Background: an optimization exercise with open tools, aiming at small area, a short achievable clock period and few clock cycles. Do not read the settings as production practice.
The RTL was checked by simulation tests, not by an equivalence proof against the original design.
Power and IR drop assume default switching activity.

==> flow/config.mk <==
export PLATFORM = sky130hd
export DESIGN_NAME = cpu_core
export DESIGN_NICKNAME = cpu_core
export VERILOG_FILES = /design/flow/design.v
export SDC_FILE = /design/flow/constraint.sdc
export NUM_CORES = 8
export LEC_CHECK = 0
export CAP_MARGIN = 10
export CORE_MARGIN = 2
export CORE_UTILIZATION = 50
export CTS_BUF_LIST = sky130_fd_sc_hd__clkbuf_4 sky130_fd_sc_hd__clkbuf_8
export PLACE_DENSITY = 0.65
export SETUP_SLACK_MARGIN = 5
export SLEW_MARGIN = 10
==> flow/constraint.sdc <==
create_clock -name core_clock -period 13.0 [get_ports {clk}]
set_input_delay 2.6000 -clock core_clock [delete_from_list [all_inputs] [get_ports {clk}]]
set_output_delay 2.6000 -clock core_clock [all_outputs]
set_load 0.01 [all_outputs]
==> flow/design.v <==
`timescale 1ns / 1ps
module md_unit(
    input             clk,
    input             rst_n,
    input             req,       
    input             is_mul,    
    input             uns,       
    input             hi,        
    input      [31:0] a,
    input      [31:0] b,
    input      [4:0]  dst,
    input             rw,
    input             cancel,    
    output            fast,      
    output     [31:0] fast_out,
    output            busy,
    output reg [4:0]  q_dst,
    output reg        q_rw,
    input             wr_ok,
    output            wr,        
    output            ready,     
    output     [31:0] md_out
);
    localparam IDLE = 2'd0, SETUP = 2'd1, ITER = 2'd2, DONE = 2'd3;
    reg [1:0]  phase;
    reg [63:0] P;        
    reg [32:0] X;        
    reg [32:0] Y;        
    reg [4:0]  cnt;
    reg        mul_q, hi_q, neg_q;
    assign fast     = is_mul ? mzero : bz;
    assign fast_out = is_mul ? 32'b0 : (hi ? a : 32'hFFFFFFFF);
    assign busy     = (phase != IDLE);
    assign wr       = (phase == DONE) && wr_ok;
    assign ready    = (phase == DONE);
    wire [32:0] ax = {~uns & a[31], a};
    wire [32:0] bx = {~uns & b[31], b};
    wire        bz = (b == 32'b0);
    function [4:0] top_pair;    
        input [32:0] v;
        reg   [36:0] w;
        integer m;
        reg [3:0] idx;
        reg nz;
        begin
            w = {v[32], v[32], v[32], v, 1'b0};
            idx = 4'd0; nz = 1'b0;
            for (m = 0; m < 9; m = m + 1)
                if (!(w[4*m+4 -: 5] == 5'b00000 || w[4*m+4 -: 5] == 5'b11111)) begin
                    idx = m; nz = 1'b1;
                end
            top_pair = {nz, idx};
        end
    endfunction
    wire [4:0] ta = top_pair(ax);
    wire [4:0] tb = top_pair(bx);
    wire       mzero = (a == 32'b0) | bz;       
    wire       swap  = ta[3:0] < tb[3:0];      
    wire [32:0] x  = X;
    wire        first = (phase == IDLE);
    wire [32:0] yn = first ? (swap ? ax : bx) : Y;
    wire [3:0]  in = first ? (swap ? ta[3:0] : tb[3:0]) : (cnt[3:0] - 4'd1);
    wire [36:0] yw = {yn[32], yn[32], yn[32], yn, 1'b0};
    wire [4:0]  dwn = yw[{in, 2'b00} +: 5];
    reg  [4:0]  dw;
    function [34:0] brow;
        input [2:0]  t;
        input [32:0] xv;
        reg one, two, ng;
        reg [34:0] mag;
        begin
            one = t[1] ^ t[0];
            two = (t[2] & ~t[1] & ~t[0]) | (~t[2] & t[1] & t[0]);
            ng  = t[2] & ~(t[1] & t[0]);
            mag = one ? {xv[32], xv[32], xv} : (two ? {xv[32], xv, 1'b0} : 35'b0);
            brow = mag ^ {35{ng}};
        end
    endfunction
    wire        ng_lo = dw[2] & ~(dw[1] & dw[0]);
    wire        ng_hi = dw[4] & ~(dw[3] & dw[2]);
    wire [34:0] r_lo  = brow(dw[2:0], x);
    wire [34:0] r_hi  = brow(dw[4:2], x);
    wire [41:0] plow  = {2'b00, P[35:0], 1'b0, ng_hi, 1'b0, ng_lo}
                      + {{7{r_lo[34]}}, r_lo}
                      + {{5{r_hi[34]}}, r_hi, 2'b00};
    wire [23:0] p_up  = P[59:36];
    wire [23:0] p_inc = p_up + 24'd1;
    wire [23:0] p_dec = p_up - 24'd1;
    wire [23:0] pnup  = plow[41] ? p_dec : (plow[40] ? p_inc : p_up);
    wire [63:0] pnext = {pnup, plow[39:0]};
    wire        a_neg = ~uns & a[31];
    wire        b_neg = ~uns & b[31];
    wire [31:0] a_abs = a_neg ? -a : a;
    wire [31:0] b_abs = b_neg ? -b : b;
    function [5:0] clz32;
        input [31:0] v;
        integer k;
        reg found;
        begin
            clz32 = 6'd32; found = 1'b0;
            for (k = 31; k >= 0; k = k - 1)
                if (!found && v[k]) begin
                    clz32 = 31 - k; found = 1'b1;
                end
        end
    endfunction
    wire [5:0]  zr = clz32(P[63:32]);
    wire [5:0]  zd = clz32(X[31:0]);
    wire [5:0]  kd = zd - zr;                  
    wire        dsmall = zd < zr;              
    wire [31:0] d_al = X[31:0] << kd[4:0];
    wire [32:0] diff = {1'b0, P[63:32]} - {1'b0, X[31:0]};    
    always @(posedge clk) begin
        if (!rst_n) begin
            phase <= IDLE;
        end else begin
            case (phase)
                IDLE: if (req && !fast) begin
                    mul_q <= is_mul;
                    hi_q  <= hi;
                    q_dst <= dst;
                    q_rw  <= rw;
                    if (is_mul) begin
                        P   <= 64'b0;
                        X   <= swap ? bx : ax;
                        Y   <= swap ? ax : bx;
                        cnt <= {1'b0, swap ? ta[3:0] : tb[3:0]};
                        dw  <= dwn;
                        neg_q <= 1'b0;
                        phase <= ITER;
                    end else begin
                        P   <= {a_abs, 32'b0};
                        X   <= {1'b0, b_abs};
                        neg_q <= hi ? a_neg : (a_neg ^ b_neg);
                        phase <= SETUP;
                    end
                end
                SETUP: begin
                    X   <= {1'b0, d_al};
                    cnt <= kd[4:0];
                    phase <= dsmall ? DONE : ITER;
                end
                ITER: begin
                    if (mul_q) begin
                        P  <= pnext;
                        dw <= dwn;
                    end else begin
                        P[31:0] <= {P[30:0], ~diff[32]};
                        if (!diff[32]) P[63:32] <= diff[31:0];
                        X <= {2'b0, X[31:1]};
                    end
                    cnt <= cnt - 5'd1;
                    if (cnt == 5'd0) phase <= DONE;
                end
                default: if (wr_ok) phase <= IDLE;
            endcase
            if (phase != IDLE && cancel) q_rw <= 1'b0;
        end
    end
    wire [31:0] v = hi_q ? P[63:32] : P[31:0];
    assign md_out = neg_q ? -v : v;
endmodule
`timescale 1ns / 1ps
module alu(
    input      [31:0] a,         
    input      [31:0] b,         
    input      [4:0]  sa,        
    input      [4:0]  rdf,       
    input             sub,       
    input             lsa,       
    input             slt_u,     
    input      [1:0]  lop,       
    input             sh_var,    
    input             sh_left,   
    input             sh_srca,   
    input             sh_ext,    
    input             sh_ins,    
    input      [1:0]  sh_fill,   
    input             sel_nez,   
    input             s_add,
    input             s_slt,
    input             s_log,
    input             s_sh,
    input             s_sel,
    input             s_imm,
    input             kill,
    output     [31:0] sum_out,   
    output     [31:0] result
);
    reg [31:0] a_add;
    always @* begin
        if (lsa)
            case (sa[1:0])
                2'd0: a_add = {a[30:0], 1'b0};
                2'd1: a_add = {a[29:0], 2'b0};
                2'd2: a_add = {a[28:0], 3'b0};
                default: a_add = {a[27:0], 4'b0};
            endcase
        else
            a_add = a;
    end
    wire [31:0] b_add = sub ? ~b : b;
    wire [32:0] sum   = {1'b0, a_add} + {1'b0, b_add} + {32'b0, sub};
    wire        lt    = slt_u ? ~sum[32] : ((a[31] ^ b[31]) ? a[31] : sum[31]);
    reg [31:0] lres;
    always @* begin
        case (lop)
            2'b00: lres = a & b;
            2'b01: lres = a | b;
            2'b10: lres = a ^ b;
            default: lres = ~(a | b);
        endcase
    end
    wire [31:0] rx  = sh_srca ? a : b;
    wire [4:0]  m   = sh_var ? a[4:0] : sa;
    wire [4:0]  mr  = sh_left ? ~m : m;
    wire [31:0] r0  = mr[0] ? {rx[0],     rx[31:1]}  : rx;
    wire [31:0] r1  = mr[1] ? {r0[1:0],   r0[31:2]}  : r0;
    wire [31:0] r2  = mr[2] ? {r1[3:0],   r1[31:4]}  : r1;
    wire [31:0] r3  = mr[3] ? {r2[7:0],   r2[31:8]}  : r2;
    wire [31:0] r4  = mr[4] ? {r3[15:0],  r3[31:16]} : r3;
    wire [31:0] rot = sh_left ? {r4[0], r4[31:1]} : r4;
    wire [4:0]  nm = ~m;
    reg  [31:0] tm, tr, tm_rev;
    integer i;
    always @* begin
        for (i = 0; i < 32; i = i + 1) begin
            tm[i] = (i <= nm);
            tr[i] = (i <= rdf);
        end
        for (i = 0; i < 32; i = i + 1)
            tm_rev[i] = tm[31 - i];
    end
    wire [31:0] mask = sh_ins ? (tr & tm_rev) : sh_ext ? tr : sh_left ? tm_rev : tm;
    reg         fbit;
    always @* begin
        case (sh_fill)
            2'b00: fbit = 1'b0;
            2'b01: fbit = b[31];
            2'b10: fbit = b[7];
            default: fbit = b[15];
        endcase
    end
    wire [31:0] fill = sh_ins ? b : {32{fbit}};
    wire [31:0] shres = (rot & mask) | (fill & ~mask);
    wire        bz   = (b == 32'b0);
    wire        selc = sel_nez ? ~bz : bz;
    assign sum_out = sum[31:0];
    assign result = ({32{s_add & ~kill}} & sum[31:0])
                  | ({32{s_slt & ~kill}} & {31'b0, lt})
                  | ({32{s_log & ~kill}} & lres)
                  | ({32{s_sh  & ~kill}} & shres)
                  | ({32{s_sel & ~kill & selc}} & a)
                  | ({32{s_imm & ~kill}} & b);
endmodule
`timescale 1ns / 1ps
module regfile(
    input             clk,
    input             rst_n,
    input             we,
    input      [4:0]  wa,
    input      [31:0] wd,
    input      [4:0]  ra1,
    input      [4:0]  ra2,
    output     [31:0] rd1,
    output     [31:0] rd2
);
    reg [31:0] r [1:31];
    wire [31:0] wdg = rst_n ? wd : 32'b0;
    integer i;
    always @(posedge clk) begin
        for (i = 1; i < 32; i = i + 1)
            if (!rst_n || (we && wa == i))
                r[i] <= wdg;
    end
    reg [31:0] o1, o2;
    always @* begin
        o1 = 32'b0; o2 = 32'b0;
        for (i = 1; i < 32; i = i + 1) begin
            o1 = o1 | ({32{ra1 == i}} & r[i]);
            o2 = o2 | ({32{ra2 == i}} & r[i]);
        end
    end
    assign rd1 = o1;
    assign rd2 = o2;
endmodule
`timescale 1ns / 1ps
module cpu_core(
    input           clk,
    input           rst_n,
    output [31:0]   imem_addr,
    input  [31:0]   imem_rdata,
    output [31:0]   dmem_addr,
    output          dmem_we,
    output [3:0]    dmem_wstrb,
    output [31:0]   dmem_wdata,
    input  [31:0]   dmem_rdata
);
    reg  [31:0] pc;
    assign imem_addr = pc;
    wire [31:0] ins = imem_rdata;
    wire [5:0]  op  = ins[31:26];
    wire [4:0]  rs  = ins[25:21];
    wire [4:0]  rt  = ins[20:16];
    wire [4:0]  rd  = ins[15:11];
    wire [4:0]  sa  = ins[10:6];
    wire [5:0]  fn  = ins[5:0];
    wire R      = (op == 6'b000000);
    wire J      = (op[5:1] == 5'b00001);
    wire REGIMM = (op == 6'b000001);
    wire SP3    = (op == 6'b011111);
    wire nal_bal = REGIMM && (rt[4:1] == 4'b1000);
    wire bshfl  = SP3 && (fn == 6'b100000);
    reg wr_r, wr_i;
    always @* begin
        casez (fn)
            6'b000???: wr_r = 1'b1;
            6'b0010??: wr_r = 1'b1;
            6'b0110??: wr_r = 1'b1;
            6'b10????: wr_r = 1'b1;
            6'b1101?1: wr_r = 1'b1;
            default:   wr_r = 1'b0;
        endcase
        casez (op)
            6'b000011: wr_i = 1'b1;
            6'b001???: wr_i = 1'b1;
            6'b100???: wr_i = 1'b1;
            6'b011111: wr_i = 1'b1;
            default:   wr_i = 1'b0;
        endcase
    end
    wire [4:0] dst  = (R || bshfl) ? rd : ((op == 6'b000011 || nal_bal) ? 5'd31 : rt);
    wire       d_rw = ((R && wr_r) || wr_i || nal_bal) && (dst != 5'd0);
    wire d_load  = (op[5:3] == 3'b100);
    wire d_store = (op[5:2] == 4'b1010) || (op == 6'b101110) || (op[5:3] == 3'b111);
    wire d_set   = (op[5:1] == 5'b00101) || (R && fn[5:1] == 5'b10101);
    wire d_md    = R && (fn[5:2] == 4'b0110);
    wire d_ismul = ~fn[1];
    wire d_def   = (op[5:3] == 3'b001) || (R && fn[5:3] == 3'b100) || d_load || d_store;
    wire d_shift = R && (fn[5:3] == 3'b000);
    wire d_link  = (op == 6'b000011) || (R && fn == 6'b001001) || nal_bal;
    wire d_sel   = R && (fn == 6'b110101 || fn == 6'b110111);
    wire d_lsa   = R && (fn == 6'b000101);
    wire [2:0] dexe  = (d_load || d_store) ? 3'b001 : (R ? fn[2:0] : op[2:0]);
    wire d_aui   = (op == 6'b001111);
    wire d_logic = dexe[2] && !(dexe == 3'b111 && d_aui);
    wire s_slt = d_set;
    wire s_def = !d_set && !d_md && d_def;
    wire s_add = s_def && !d_logic;
    wire s_log = s_def && d_logic;
    wire s_shf = !d_set && !d_md && !d_def && d_shift;
    wire s_lnk = !d_set && !d_md && !d_def && !d_shift && d_link;
    wire br_or_above = d_set || d_md || d_def || d_shift || d_link
                     || (op[5:2] == 4'b0001) || (REGIMM && (rt == 5'b10001 || rt == 5'b00001));
    wire s_sp3 = !br_or_above && SP3;
    wire s_sel = !br_or_above && !SP3 && d_sel;
    wire sp3_ext = (fn == 6'b000000);
    wire sp3_ins = (fn == 6'b000100);
    wire sp3_seb = bshfl && (sa == 5'b10000);
    wire sp3_seh = bshfl && (sa == 5'b11000);
    wire x_add = s_add || (s_shf && d_lsa);
    wire x_sh  = (s_shf && !d_lsa && fn[1:0] != 2'b01) || (s_sp3 && (sp3_ext || sp3_ins || sp3_seb || sp3_seh));
    wire [31:0] pc4 = pc + 32'd4;
    wire [31:0] pc8 = pc + 32'd8;
    wire [31:0] sext = {{16{ins[15]}}, ins[15:0]};
    wire [31:0] zext = {16'b0, ins[15:0]};
    wire        alu_src = (op[5:3] == 3'b001) || op[5] || s_lnk;
    wire [31:0] d_imm = s_lnk ? pc8 :
                        d_aui ? {ins[15:0], 16'b0} :
                        (op[5:2] == 4'b0011) ? zext : sext;
    wire d_beq  = (op == 6'b000100);
    wire d_bne  = (op == 6'b000101);
    wire d_blez = (op == 6'b000110);
    wire d_bgtz = (op == 6'b000111);
    wire d_bgez = REGIMM && (rt == 5'b00001);
    wire d_jr   = R && (fn[5:1] == 5'b00100);
    wire d_jmp  = J || (REGIMM && rt == 5'b10001);    
    wire [31:0] br_target = pc4 + {sext[29:0], 2'b00};
    wire [31:0] d_target = J ? {pc4[31:28], ins[25:0], 2'b00} : br_target;
    reg         m_rw;
    reg  [4:0]  m_dst;
    wire [31:0] m_wd;                 
    wire        md_wr;
    wire [4:0]  md_dst;
    wire        md_busy;
    wire        md_qrw;
    wire [31:0] md_out;
    wire [31:0] rf1, rf2;
    regfile rf(
        .clk(clk), .rst_n(rst_n),
        .we(m_rw || (md_wr && md_qrw)), .wa(md_wr ? md_dst : m_dst), .wd(md_wr ? md_out : m_wd),
        .ra1(rs), .ra2(rt), .rd1(rf1), .rd2(rf2)
    );
    wire        md_ready;
    wire bypq1 = md_ready && md_qrw && md_dst == rs;
    wire bypq2 = md_ready && md_qrw && md_dst == rt;
    wire [31:0] rsv = bypq1 ? md_out : rf1;
    wire [31:0] rtv = bypq2 ? md_out : rf2;
    wire fma = m_rw && m_dst == rs;
    wire fmb = m_rw && m_dst == rt;
    reg         ex_rw, ex_load, e_md;
    reg  [4:0]  ex_dst;
    wire        e_fast;               
    wire        e_rw_now = ex_rw && !(e_md && !e_fast);
    wire fwa = e_rw_now && ex_dst == rs;
    wire fwb = e_rw_now && ex_dst == rt;
    wire [4:0]  rt_id  = (op == 6'b000011 || nal_bal) ? 5'd31 : rt;
    wire        ldh    = ex_load && ex_rw;
    wire        ld_use = ldh && (ex_dst == rs || ex_dst == rt_id)
                       && !(d_store && ex_dst == rt_id);
    wire        pend = md_busy || (e_md && !e_fast);
    wire [4:0]  pdst = md_busy ? md_dst : ex_dst;
    wire        prw  = md_busy ? md_qrw : ex_rw;
    wire        rd_rs = !J;
    wire        rd_rt = R || (op[5:1] == 5'b00010) || d_store || SP3;
    wire        md_raw = prw && ((rd_rs && rs == pdst) || (rd_rt && rt == pdst)) && !md_ready;
    wire        md_full = md_busy ? !md_wr : (e_md && !e_fast);
    wire        md_hz = pend && md_raw || d_md && md_full;
    wire        waw   = pend && prw && d_rw && dst == pdst;
    wire        wrap   = (pc == 32'h00008000);
    wire        drop   = wrap && (ld_use || e_md);
    wire        hold   = !drop && (ld_use || md_hz);    
    wire        kill   = drop || hold;                   
    wire        cancel = waw && !kill;
    reg [31:0] e_a, e_b;
    reg        e_fa, e_fb, e_wa, e_wb;
    reg        e_mul, e_uns, e_hi;
    reg [31:0] e_target;              
    reg        e_fc, e_wc;            
    reg [4:0]  e_sa, e_rd;
    reg        e_sub, e_lsa, e_sltu, e_shvar, e_shleft, e_shsrca, e_shext, e_shins, e_selnez;
    reg [1:0]  e_fill, e_lop;
    reg        e_s_add, e_s_slt, e_s_log, e_s_sh, e_s_sel, e_s_imm;
    reg        e_beq, e_bne, e_blez, e_bgtz, e_bgez, e_jr, e_jmp, e_store;
    reg [2:0]  e_ltype;
    always @(posedge clk) begin
        if (!rst_n) begin
            ex_rw <= 1'b0; ex_load <= 1'b0; e_md <= 1'b0;
            e_beq <= 1'b0; e_bne <= 1'b0; e_blez <= 1'b0; e_bgtz <= 1'b0; e_bgez <= 1'b0;
            e_jr <= 1'b0; e_jmp <= 1'b0; e_store <= 1'b0;
        end else begin
            ex_rw <= d_rw && !kill; ex_load <= d_load && !kill; e_md <= d_md && !kill;
            e_beq <= d_beq && !kill; e_bne <= d_bne && !kill; e_blez <= d_blez && !kill;
            e_bgtz <= d_bgtz && !kill; e_bgez <= d_bgez && !kill;
            e_jr <= d_jr && !kill; e_jmp <= d_jmp && !kill; e_store <= d_store && !kill;
        end
    end
    always @(posedge clk) begin
        ex_dst <= dst;
        e_a <= rsv;
        e_b <= alu_src ? d_imm : rtv;
        e_fa <= fwa;
        e_fb <= fwb && !alu_src;
        e_fc <= fwb;
        e_wa <= fma;
        e_wb <= fmb && !alu_src;
        e_wc <= fmb;
        e_mul <= d_ismul; e_uns <= fn[0];
        e_hi <= d_ismul ? (sa != 5'd2) : (sa == 5'd3);
        e_target <= d_store ? rtv : d_target;
        e_sa <= bshfl ? 5'd0 : sa;
        e_rd <= sp3_seh ? 5'd15 : (sp3_seb ? 5'd7 : rd);
        e_sub <= (dexe[2:1] == 2'b01) || d_set;
        e_lsa <= d_lsa;
        e_sltu <= R ? fn[0] : op[0];
        e_shvar <= R && (fn[5:2] != 4'b0000);
        e_shleft <= R ? (fn[1:0] == 2'b00) : sp3_ins;
        e_shsrca <= !R && !bshfl;
        e_shext <= !R && (sp3_ext || bshfl);
        e_shins <= !R && sp3_ins;
        e_fill <= R ? {1'b0, fn[1:0] == 2'b11} : {bshfl, bshfl && sa[3]};
        e_selnez <= fn[1];
        e_lop <= dexe[1:0];
        e_s_add <= x_add; e_s_slt <= s_slt; e_s_log <= s_log; e_s_sh <= x_sh;
        e_s_sel <= s_sel; e_s_imm <= s_lnk;
        e_ltype <= op[2:0];
    end
    reg  [31:0] m_res;
    reg  [31:0] w_wd;                 
    wire [31:0] A  = e_fa ? m_res : (e_wa ? w_wd : e_a);
    wire [31:0] B  = e_fb ? m_res : (e_wb ? w_wd : e_b);
    wire [31:0] SD = e_fc ? m_wd : (e_wc ? w_wd : e_target);
    wire [31:0] md_fast_out;
    md_unit md(
        .clk(clk), .rst_n(rst_n),
        .req(e_md), .is_mul(e_mul), .uns(e_uns), .hi(e_hi),
        .a(A), .b(B), .dst(ex_dst), .rw(ex_rw && !cancel), .cancel(cancel),
        .fast(e_fast), .fast_out(md_fast_out),
        .busy(md_busy), .q_dst(md_dst), .q_rw(md_qrw),
        .wr_ok(!m_rw), .wr(md_wr), .ready(md_ready), .md_out(md_out)
    );
    wire [31:0] alu_out, addr;
    alu alu0(
        .a(A), .b(B), .sa(e_sa), .rdf(e_rd),
        .sub(e_sub), .lsa(e_lsa), .slt_u(e_sltu), .lop(e_lop),
        .sh_var(e_shvar), .sh_left(e_shleft), .sh_srca(e_shsrca), .sh_ext(e_shext),
        .sh_ins(e_shins), .sh_fill(e_fill), .sel_nez(e_selnez),
        .s_add(e_s_add), .s_slt(e_s_slt), .s_log(e_s_log), .s_sh(e_s_sh),
        .s_sel(e_s_sel), .s_imm(e_s_imm), .kill(e_md),
        .sum_out(addr), .result(alu_out)
    );
    wire [31:0] e_res = ({32{e_md}} & md_fast_out) | alu_out;
    wire a_zero = (A == 32'b0);
    wire eq     = (A == B);
    wire taken  = e_jmp || e_jr
               || (e_beq && eq) || (e_bne && !eq)
               || (e_blez && (A[31] || a_zero))
               || (e_bgtz && !A[31] && !a_zero)
               || (e_bgez && !A[31]);
    wire [31:0] jtarget = e_jr ? A : e_target;
    reg         rd_pend;
    reg  [31:0] rd_tgt;
    always @(posedge clk) begin
        if (!rst_n) begin
            pc <= 32'hFFFFE000;
            rd_pend <= 1'b0;
        end else if (wrap && !hold) begin
            pc <= 32'hFFFFE000;
            rd_pend <= 1'b0;
        end else if (!hold) begin
            pc <= rd_pend ? rd_tgt : (taken ? jtarget : pc4);
            rd_pend <= 1'b0;
        end else if (taken) begin
            rd_pend <= 1'b1;
            rd_tgt <= jtarget;
        end
    end
    reg        m_load, m_store;
    reg [31:0] m_sd;
    reg [2:0]  m_ltype;
    always @(posedge clk) begin
        if (!rst_n) begin
            m_rw <= 1'b0; m_load <= 1'b0; m_store <= 1'b0;
        end else begin
            m_rw <= e_rw_now; m_load <= ex_load; m_store <= e_store;
        end
    end
    always @(posedge clk) begin
        m_dst <= ex_dst; m_res <= e_res; m_sd <= SD; m_ltype <= e_ltype;
    end
    reg  [3:0]  strb;
    reg  [31:0] wword;
    always @* begin
        casez ({m_ltype[1:0], m_res[1:0]})
            4'b0000: begin strb = 4'b0001; wword = {24'b0, m_sd[7:0]};        end
            4'b0001: begin strb = 4'b0010; wword = {16'b0, m_sd[7:0], 8'b0};  end
            4'b0010: begin strb = 4'b0100; wword = {8'b0, m_sd[7:0], 16'b0};  end
            4'b0011: begin strb = 4'b1000; wword = {m_sd[7:0], 24'b0};        end
            4'b010?: begin strb = 4'b0011; wword = {16'b0, m_sd[15:0]};       end
            4'b011?: begin strb = 4'b1100; wword = {m_sd[15:0], 16'b0};       end
            4'b11??: begin strb = 4'b1111; wword = m_sd;                      end
            default: begin strb = 4'b0000; wword = 32'b0;                     end
        endcase
    end
    assign dmem_addr  = m_res;
    assign dmem_we    = m_store;
    assign dmem_wstrb = strb;
    assign dmem_wdata = wword;
    wire [7:0]  lbyte = m_res[1] ? (m_res[0] ? dmem_rdata[31:24] : dmem_rdata[23:16])
                                 : (m_res[0] ? dmem_rdata[15:8]  : dmem_rdata[7:0]);
    wire [15:0] lhalf = m_res[1] ? dmem_rdata[31:16] : dmem_rdata[15:0];
    reg  [31:0] ldata;
    always @* begin
        case (m_ltype)
            3'b000:  ldata = {{24{lbyte[7]}}, lbyte};
            3'b001:  ldata = {{16{lhalf[15]}}, lhalf};
            3'b100:  ldata = {24'b0, lbyte};
            3'b101:  ldata = {16'b0, lhalf};
            default: ldata = dmem_rdata;
        endcase
    end
    assign m_wd = m_load ? ldata : m_res;
    always @(posedge clk) w_wd <= m_wd;
endmodule
==> flow/flow/run.sh <==
#!/bin/bash
set -euo pipefail
bash standard.sh SETUP_SLACK_MARGIN=7.3 MATCH_CELL_FOOTPRINT=0 \
  "BUFFER_PORTS_ARGS=-buffer_cell sky130_fd_sc_hd__buf_2" finish > run_standard.log 2>&1
==> flow/standard.sh <==
#!/bin/bash
# synth_recipe.tcl (not shown) runs the flow's synth.tcl, then flattens the netlist and writes it again
# the make line also repeats each setting of config.mk as NAME=value (left out here)
make -C /OpenROAD-flow-scripts/flow DESIGN_CONFIG=/design/flow/config.mk WORK_HOME=/design/flow/orfs CLKGATE_MAP_FILE= SYNTH_SCRIPT=/design/flow/synth_recipe.tcl "${@:-finish}"
==> flow_metrics.tcl, run 1 <==
set metrics [dict create \
    status "timing/DRC/antenna clean" \
    io_buffer_count 166 \
    final_cell_mix "edfxtp_1, nand2_1, nor2_1" \
    worstSetupEndpointType "flop" \
    yosysTopAreaCellShare_pct 39.0 \
    p_leak_nw 37.2 \
    slew_viol_final 0 \
    gp_congestion 1.07 \
    combPwrFrac_pct 37.0 \
    power.density_nw_per_um2 175 \
    cpPeakStageDelay_ns 0.86 \
    relSlewSlack_pct 6.84 \
    dp.cells 11100 \
    via_count 88300 \
    timing.rr.start "md.dw[0]" \
    critPathSlowestCell "nor2_4" \
    grt_use_total_pct 49.0 \
    cp_max_fo 19 \
    mostFrequentLayoutCell "edfxtp_1" \
    irDropWorstVdd_mv 0.130 \
    min_to "m_ltype[0]" \
    tightest_slew_ns 1.39 \
    setup_viol 0 \
    multi_input_area_um2 47200 \
    rsz0062_at_grt "true" \
    ant_nets 0 \
    period_needed_ns 5.90 \
    finClkSkew_ns 0.119 \
    yosys.area.top_type "edfxtp_1" \
    p_seq_share_pct 37.1 \
    ys.flop_type "edfxtp_1" \
    grt_pass1_wl_mm 638 \
    p_sw_share_pct 40.1 \
    cts_tree "yes" \
    die_area_um2 184000 \
    dr.pass1.iters 11 \
    p_sw_w 0.00711 \
    synth_edf_count 1173 \
    ys.warnings.count 5 \
    initial_utilization_pct 50.2 \
    cts_buffers 276 \
    drt-total-wl_mm 471 \
    h-tree-depth 5 \
    die_w_um 429 \
    seq_area_um2 41200 \
    synth_nets 9331 \
    worstRegToRegCells 22 \
    fmax_mhz 170 \
    critical_path.cell_chain "buf_2 -> nand2_1 -> nor2_4 -> buf_4 -> a22o_1 -> a221oi_1 -> nand4_1 -> nor3_1 -> a31oi_1 -> o22ai_1 -> nor2_1" \
    ys_ff_latch 1468 \
    fin_cells 11700 \
    intPower_w 0.0106 \
    wl_per_cell_um 40.4 \
    required_ns 13.98 \
    utilization_pct 56.4 \
    first_iter_violations 18100 \
    timing.final.crit_share_pct 45.4 \
    avgViaCountPerCell 7.57 \
    grt_start_max_net_pins 73 \
    ctsHoldBuffers 0 \
    clock_path_buffers 4 \
    avgSynthCellArea_um2 10.0 \
    r2r_end "md.P[61]" \
    syn_area_um2 90400 \
    antenna_found_initial 29 \
    r2r_slack_ns 7.26 \
    hold_violations 0 \
    finalNetCount 9410 \
    min_from "e_ltype[0]" \
    clkPwrFrac_pct 25.9 \
    grt_pass1_vias 82000 \
    drive_gt1_share_pct 16.5 \
    hold_class "reg -> reg" \
    clk-insertion-delay-late_ns 1.10 \
    die_y_um 429 \
    cap_violations 0 \
    drc 0 \
    ys_seq_area_share_pct 45.5 \
    clkTransAtPathRegs_ns 0.06 \
    ys_types 116 \
    tns_ns 0 \
    syn_to_final_growth_pct 12.4 \
    fin_area_um2 102000 \
    cp-start-kind "primary input" \
    post_dp_cell_area_um2 94400 \
    ios 167 \
    dp_hpwl_mm 308 \
    fillers 15600 \
    row_count 156 \
    path_class "in -> reg" \
    clock-sinks 1468 \
    synth.area.top_cells "edfxtp_1, dfxtp_1, mux2i_1" \
    grt_remaining_overflow 0 \
    async_reset_ff_share_pct 0 \
    min_path_cells 0 \
    cts_root_buf "clkbuf_8" \
    coreArea_um2 180000 \
    cp_data_arrival_time_ns 6.88 \
    syn_inst 8998 \
]
kinds of logic after synthesis:
group,share of synthesized area (%)
AO/OA/AOI/OAI,22.2
adder cells (fa/ha/maj),4.03
flip-flops,45.5
multiplexers,7.21
AND/OR/NAND/NOR,12.4
XOR/XNOR,4.05
buffers and inverters,4.57
cell usage after synthesis, types with 72 or more instances:
cell type,count
xor2_1,142
nand4_1,189
nor3_1,198
a21oi_1,468
a22oi_1,481
buf_2,72
nand2_1,774
a21o_1,74
ha_1,226
dfxtp_1,295
o21ai_0,567
clkbuf_1,547
a31oi_1,76
nor2_1,645
o21a_1,91
mux2i_1,409
inv_1,219
buf_1,84
a22o_1,249
mux4_2,72
nand3_1,173
edfxtp_1,1173
a222oi_1,86
a211oi_1,108
a221oi_1,269
o211ai_1,111
xnor2_1,272
stage by stage:
stage / setup slack [ns] / power (W) / hold WS [ns]
2_1_floorplan: 6.59 / 0.0101 / 0.310
3_3_place_gp: 5.97 / 0.0125 / 0.313
3_5_place_dp: 5.89 / 0.0125 / 0.316
4_1_cts: 7.26 / 0.0171 / 0.326
5_1_grt: 7.08 / 0.0182 / 0.328
6_report: 7.10 / 0.0177 / 0.326
area by class of cell:
cell class                      count  area share, %
Inverter                          255           1.02
Antenna cell                       37         0.0911
Timing Repair inverter              1        0.00739
Sequential cell                  1468           40.5
Tap cell                         2370           2.92
Clock inverter                     96          0.782
Clock buffer                      358           4.45
Timing Repair Buffer              547           3.83
Multi-Input combinational cell   6528           46.4
power by group through the flow:
stage,combinational (W),clock (W),sequential [W]
2_1_floorplan,0.00390,0,0.00623
3_3_place_gp,0.00585,0,0.00660
3_5_place_dp,0.00589,0,0.00660
4_1_cts,0.00603,0.00456,0.00651
5_1_grt,0.00685,0.00476,0.00657
6_report,0.00656,0.00460,0.00658
registers in the layout, indices dropped and copies added (netlist names), 5 cells and up:
signal    flops
m_sd         32
md.X         33
e_b          32
e_target     32
pc           32
e_a          32
ex_dst        5
m_res        32
e_sa          5
w_wd         32
md.Y         33
rf.r        992
md.q_dst      5
md.dw         5
md.cnt        5
e_rd          5
md.P         64
rd_tgt       32
m_dst         5
worst max-delay path, delay by kind of cell:
| family | cells | cell delay (ns) |
|---|---|---|
| and+or+nand+nor | 5 | 1.90 |
| buffers and inverters | 2 | 1.15 |
| AOI/OAI and AO/OA | 4 | 1.12 |
repair_timing:
action                                  4_1_cts  5_1_grt
gates resized for setup                      85      149
endpoints found under the setup margin      291      168
pin swaps                                    13       62
setup buffers                                47       52
cloned                                        2        3
routing by layer:
| layer | GRT usage (%) | share of wire [%] |
|---|---|---|
| met1 | 57.3 | 33 |
| met2 | 70.8 | 41 |
| met3 | 18.3 | 15 |
| met4 | 42.0 | 11 |
| met5 | 0.338 | 0.027 |
how the worst max path moves through the flow:
stage	start	endpoint	slack (ns)	cells after the start
2_1_floorplan	imem_rdata[19]	rd_tgt[0]	6.59	14
3_3_place_gp	imem_rdata[20]	rd_tgt[15]	5.97	12
3_5_place_dp	imem_rdata[20]	rd_tgt[16]	5.89	12
4_1_cts	e_wa	md.dw[4]	7.26	22
5_1_grt	md.dw[0]	md.P[60]	7.08	23
6_report	imem_rdata[16]	e_b[31]	7.10	11
Testbench counts, summed over its fixed seeds: cycles 76,130.
==> inputs of run 2 (changes only) <==
--- a/flow/config.mk
+++ b/flow/config.mk
@@ -11,2 +11,4 @@
 export CTS_BUF_LIST = sky130_fd_sc_hd__clkbuf_4 sky130_fd_sc_hd__clkbuf_8
+export CTS_CLUSTER_DIAMETER = 60
+export CTS_CLUSTER_SIZE = 12
 export PLACE_DENSITY = 0.65
==> flow_metrics.tcl, run 2 <==
set metrics [dict create \
    status "timing/DRC/antenna clean" \
    ant_nets 0 \
    finalNetCount 9294 \
    synth_edf_count 1173 \
    die_y_um 429 \
    required_ns 13.93 \
    period_needed_ns 5.89 \
    drc 0 \
    grt_pass1_wl_mm 634 \
    drt-total-wl_mm 469 \
    dp_hpwl_mm 308 \
    post_dp_cell_area_um2 94400 \
    dr.pass1.iters 14 \
    h-tree-depth 4 \
    dpl_worst_slack_ns 5.89 \
    slew_viol_final 0 \
    fmax_mhz 170 \
    coreArea_um2 180000 \
    path_class "in -> reg" \
    avgViaCountPerCell 7.65 \
    clock_path_buffers 3 \
    syn_area_um2 90400 \
    io_buffer_count 166 \
    via_count 87400 \
    cap_violations 0 \
    irDropWorstVdd_mv 0.122 \
    ys.flop_type "edfxtp_1" \
    yosys.area.top_type "edfxtp_1" \
    mostFrequentLayoutCell "edfxtp_1" \
    hold_violations 0 \
    initial_utilization_pct 50.2 \
    final.setup.worst_slack_ns 7.11 \
    tightest_slew_ns 1.44 \
    synth.area.top_cells "edfxtp_1, dfxtp_1, mux2i_1" \
    clkTransAtPathRegs_ns 0.09 \
    cts_buffers 165 \
    grt_use_total_pct 48.7 \
    hold_class "reg -> reg" \
    first_iter_violations 18400 \
    fin_area_um2 99500 \
    post-synth-top-count-cell "edfxtp_1" \
    finClkSkew_ns 0.0909 \
    gp_congestion 1.07 \
    reg_top3 "rf.r: 992 flops, md.P: 64 flops" \
    ys_types 116 \
    syn_inst 8998 \
    wl_per_cell_um 41.0 \
    antenna_found_initial 36 \
    syn_to_final_growth_pct 9.98 \
    yosysTopAreaCellShare_pct 39.0 \
    cts_root_buf "clkbuf_8" \
    grt_start_max_net_pins 73 \
    grt_pass1_vias 81200 \
    timing.final.crit_share_pct 45.3 \
    cp_max_fo 19 \
    setup_viol 0 \
    worstSetupEndpointType "flop" \
    ios 167 \
    ys.warnings.count 5 \
    tns_ns 0 \
    ys_ff_latch 1468 \
    die_w_um 429 \
    rsz0062_at_grt "true" \
    cp_data_arrival_time_ns 6.82 \
    drive_gt1_share_pct 14.9 \
    row_count 156 \
    die_area_um2 184000 \
    netlist_top_cells_count "edfxtp_1, nand2_1, nor2_1" \
    whs_ns 0.329 \
    clk-insertion-delay-late_ns 1.04 \
    cts_tree "yes" \
    avgSynthCellArea_um2 10.0 \
    cp-start-kind "primary input" \
    top_register "rf.r" \
    totalPowerFinal_w 0.0165 \
    p_leak_nw 36.0 \
    relSlewSlack_pct 3.24 \
    ys_seq_area_share_pct 45.5 \
    ctsHoldBuffers 0 \
    power.density_nw_per_um2 166 \
    final_cell_mix "edfxtp_1, nand2_1, nor2_1" \
    async_reset_ff_share_pct 0 \
    synth_nets 9331 \
    largest_reg_flops 992 \
    clock-sinks 1468 \
    grt_remaining_overflow 0 \
]
[run 2: cell counts after synthesis]
No cell type changed its count.
[run 2: final timing paths]
check	cells after the start	slack [ns]	end	start
hold reg to reg	0	0.33	m_ltype[0]	e_ltype[0]
setup reg to reg	15	7.17	pc[4]	e_wb
hold / removal	0	0.33	m_ltype[0]	e_ltype[0]
setup / recovery	11	7.11	e_b[31]	imem_rdata[16]
[run 2: metrics by stage]
step	util, %	cells
3_3_place_gp	52.4	11100
5_1_grt	55.2	11400
4_1_cts	54.5	11400
6_report	55.2	11400
2_1_floorplan	-	8998
3_5_place_dp	52.4	11100
[run 2: cells by family after synthesis]
| family | Yosys count | share of synthesized area (%) |
|---|---|---|
| muxes | 551 | 7.21 |
| adders and majority gates | 267 | 4.03 |
| buffers and inverters | 1005 | 4.57 |
| AOI/OAI and AO/OA | 2894 | 22.2 |
| xor gates and xnor gates | 416 | 4.05 |
| DFF | 1468 | 45.5 |
| and+or+nand+nor | 2397 | 12.4 |
[run 2: final cells by class]
type                       instances  area, µm²
multi-input combinational       6529      47200
clock buffer                     186       2440
timing repair buffer             541       3850
clock inverter                    62        713
antenna                           23       57.6
inverter                         255       1030
tap                             2370       2970
fill                           15800      80700
sequential                      1468      41200
timing repair inverter             1       7.51
[run 2: metal layers]
metal	wire length, µm	vias up	track usage (%)
li1	-	34500	-
met5	258	-	0.208
met1	154000	41400	57.3
met4	51400	24	41.2
met2	192000	8698	70.3
met3	71600	2770	18.1
[run 2: worst max-delay path, stage by stage]
cell and delay, ns:
buf_2 0.51, nand2_1 0.61, nor2_4 0.82, buf_4 0.64
a22o_1 0.23, a221oi_1 0.06, nand4_1 0.18, nor3_1 0.07
a31oi_1 0.48, o22ai_1 0.34, nor2_1 0.19
[run 2: repair_timing]
item                                    in CTS  in global routing
gates cloned                                 2                  5
pin swaps                                   13                 57
resized for setup                           87                150
endpoints found under the setup margin     288                209
setup buffers                               52                 39
[run 2: power breakdown]
part	internal, W	switching, W	total [W]	leakage (nW)
Combinational	0.00223	0.00435	0.00659	20.0
Clock	0.00143	0.00190	0.00333	1.62
Sequential	0.00587	0.000686	0.00656	14.3
==> inputs of run 3 (changes only) <==
==> flow/flow/run.sh (replaced) <==
#!/bin/bash
set -euo pipefail
bash standard.sh SETUP_SLACK_MARGIN=7.6 MATCH_CELL_FOOTPRINT=0 \
  "BUFFER_PORTS_ARGS=-buffer_cell sky130_fd_sc_hd__buf_2" finish > run_standard.log 2>&1
==> flow_metrics.tcl, run 3 <==
set metrics [dict create \
    syn_to_final_growth_pct 11.7 \
    clock-sinks 1468 \
    drc 0 \
    cap_violations 0 \
    relSlewSlack_pct 6.85 \
    finalNetCount 9389 \
    critPathSlowestCell "or4b_4" \
    grt_start_max_net_pins 73 \
    irDropWorstVdd_mv 0.127 \
    required_ns 13.76 \
    largest_reg_flops 992 \
    gp_congestion 1.09 \
    whs_ns 0.335 \
    cts_root_buf "clkbuf_8" \
    cp-start-kind "flop" \
    cp_max_fo 7 \
    wl_per_cell_um 40.7 \
    post-synth-top-count-cell "edfxtp_1" \
    syn_inst 8998 \
    tightest_slew_ns 1.40 \
    worstSetupEndpointType "flop" \
    ys.flop_type "edfxtp_1" \
    slew_viol_final 0 \
    cts_buffers 159 \
    hold_class "reg -> reg" \
    ys.warnings.count 5 \
    die_w_um 429 \
    ios 167 \
    coreArea_um2 180000 \
    clkTransAtPathRegs_ns 0.10 \
    critPathBufInv 5 \
    synth_nets 9331 \
    yosys.area.top_type "edfxtp_1" \
    crit_family "simple AND/OR/NAND/NOR gates" \
    tns_ns 0 \
    period_needed_ns 5.69 \
    syn_area_um2 90400 \
    mostFrequentLayoutCell "edfxtp_1" \
    grt_use_total_pct 48.9 \
    h-tree-depth 4 \
    clk-insertion-delay-late_ns 1.05 \
    cpPeakStageDelay_ns 0.57 \
    synth.area.top_cells "edfxtp_1, dfxtp_1, mux2i_1" \
    grt_pass1_vias 81000 \
    ys_types 116 \
    die_y_um 429 \
    avgViaCountPerCell 7.62 \
    drt-total-wl_mm 469 \
    clock_path_buffers 3 \
    critical_path.cell_chain "or3b_4 -> o21a_1 -> nor2_4 -> buf_12 -> clkbuf_16 -> a22oi_1 -> xnor2_1 -> fa_1 -> ha_4 -> inv_1 -> o21ai_2 -> a21boi_4 -> nor3_4 -> o211ai_1 -> buf_4 -> a211oi_4 -> nor3_2 -> or4b_4 -> a211oi_4 -> buf_6 -> a22oi_2 -> mux2i_1 -> nand3b_1" \
    first_iter_violations 17900 \
    reg_top3 "rf.r: 992 flops, md.P: 64 flops" \
    initial_utilization_pct 50.2 \
    die_area_um2 184000 \
    ant_nets 0 \
    fmax_mhz 176 \
    ys_ff_latch 1468 \
    rsz0062_at_grt "true" \
    antenna_found_initial 34 \
    netlist_top_cells_count "edfxtp_1, nand2_1, nor2_1" \
    async_reset_ff_share_pct 0 \
    dp_hpwl_mm 307 \
    p_leak_nw 36.6 \
    dr.pass1.iters 11 \
    fin_area_um2 101000 \
    hold_violations 0 \
    grt_pass1_wl_mm 636 \
    timing.final.crit_share_pct 43.7 \
    status "timing/DRC/antenna clean" \
    grt_remaining_overflow 0 \
    synth_edf_count 1173 \
    power.density_nw_per_um2 164 \
    drive_gt1_share_pct 16.8 \
    cts_tree "yes" \
    row_count 156 \
    via_count 87900 \
    top_register "rf.r" \
    ys_seq_area_share_pct 45.5 \
    setup_viol 0 \
    final_cell_mix "edfxtp_1, nand2_1, nor2_1" \
    io_buffer_count 166 \
    yosysTopAreaCellShare_pct 39.0 \
    path_class "reg -> reg" \
    avgSynthCellArea_um2 10.0 \
    post_dp_cell_area_um2 94400 \
    cp_data_arrival_time_ns 6.45 \
    crit_path_frequent_cell "a211oi_4" \
    finClkSkew_ns 0.0884 \
]
==> run 3: final timing paths <==
kind,from,slack [ns],endpoint,depth (start not counted)
worst max-delay path,md.dw[1],7.31,md.P[63],23
worst min-delay path,e_ltype[1],0.34,m_ltype[1],0
worst max register to register,md.dw[1],7.31,md.P[63],23
worst min register to register,e_ltype[1],0.34,m_ltype[1],0
==> run 3: power by group <==
part	switching, W	internal (W)	total [W]
registers	0.000689	0.00587	0.00656
clock network	0.00181	0.00135	0.00315
logic	0.00442	0.00243	0.00685
==> run 3: area by class of cell <==
class | count | area (µm²)
Timing Repair Buffer | 641 | 4900
Multi-Input combinational cell | 6530 | 47900
Timing Repair inverter | 1 | 7.51
Fill cell | 15800 | 79200
Inverter | 255 | 1070
Tap cell | 2370 | 2970
Clock buffer | 194 | 2470
Clock inverter | 45 | 467
Antenna cell | 24 | 60.1
Sequential cell | 1468 | 41200
==> run 3: per-stage QoR <==
stage / total power, W / util (%) / std cells / worst slack, ns
2_1_floorplan: 0.0101 / - / 8998 / 6.59
3_3_place_gp: 0.0124 / 52.4 / 11100 / 5.34
3_5_place_dp: 0.0125 / 52.4 / 11100 / 5.35
4_1_cts: 0.0158 / 55.0 / 11400 / 7.39
5_1_grt: 0.0170 / 56.0 / 11500 / 7.10
6_report: 0.0166 / 56.1 / 11500 / 7.31
==> run 3: per-layer routing <==
| metal | GRT usage [%] | wire [µm] | vias to the layer above |
|---|---|---|---|
| met4 | 42.3 | 53000 | 16 |
| met3 | 17.0 | 68200 | 2730 |
| li1 | - | - | 34700 |
| met2 | 71.3 | 194000 | 8464 |
| met1 | 57.5 | 154000 | 42000 |
| met5 | 0.156 | 103 | - |
==> run 3: cell families (layout without fill, tap and decap cells) <==
| logic type | after synthesis | after routing | synth area share (%) |
|---|---|---|---|
| AO/OA/AOI/OAI | 2894 | 2896 | 22.2 |
| XOR/XNOR | 416 | 417 | 4.05 |
| adder cells (fa/ha/maj) | 267 | 267 | 4.03 |
| buffers and inverters | 1005 | 1136 | 4.57 |
| flip-flops | 1468 | 1468 | 45.5 |
| multiplexers | 551 | 551 | 7.21 |
| other | 0 | 24 | 0 |
| AND/OR/NAND/NOR | 2397 | 2399 | 12.4 |
==> run 3: what timing repair did <==
| action | 4_1_cts | 5_1_grt |
|---|---|---|
| gates resized for setup | 217 | 200 |
| hold buffers | 0 | 0 |
| setup endpoints to repair | 403 | 330 |
| buffers inserted | 98 | 90 |
| pin swaps | 54 | 63 |
| gates cloned | 6 | 8 |

afterwards: timing with drivers on the ports:
Ports are ideal in the flow. The routed layouts listed here were re-timed in OpenROAD.
Step 1 (the two cells are an assumption about what drives the block):
set clk [get_ports {clk}]
set_driving_cell -lib_cell sky130_fd_sc_hd__clkbuf_16 $clk
set_driving_cell -lib_cell sky130_fd_sc_hd__buf_2 [delete_from_list [all_inputs] $clk]
Step 2, shift: input delay + t, output delay - t, t = (earliest + latest rising clock arrival at the registers) / 2. This alone moves slack from input paths to output paths.
Slacks: ideal ports / drivers / drivers and shift; pairs: ideal ports / drivers.
run	t (ns)	setup WS [ns]	worst setup path after step 2	worst slew at a driven data input, ns
run 1	1.132	7.103 / 7.140 / 6.008	input to register	0.18
run 2	1.093	7.110 / 7.154 / 6.061	input to register	0.19
run 3	1.092	7.313 / 7.313 / 6.349	input to register	0.22
After both steps setup and hold are still met in every run listed. For run 1, which loses most, drivers alone change the setup slack by +0.037 ns; drivers and shift together by -1.095 ns.
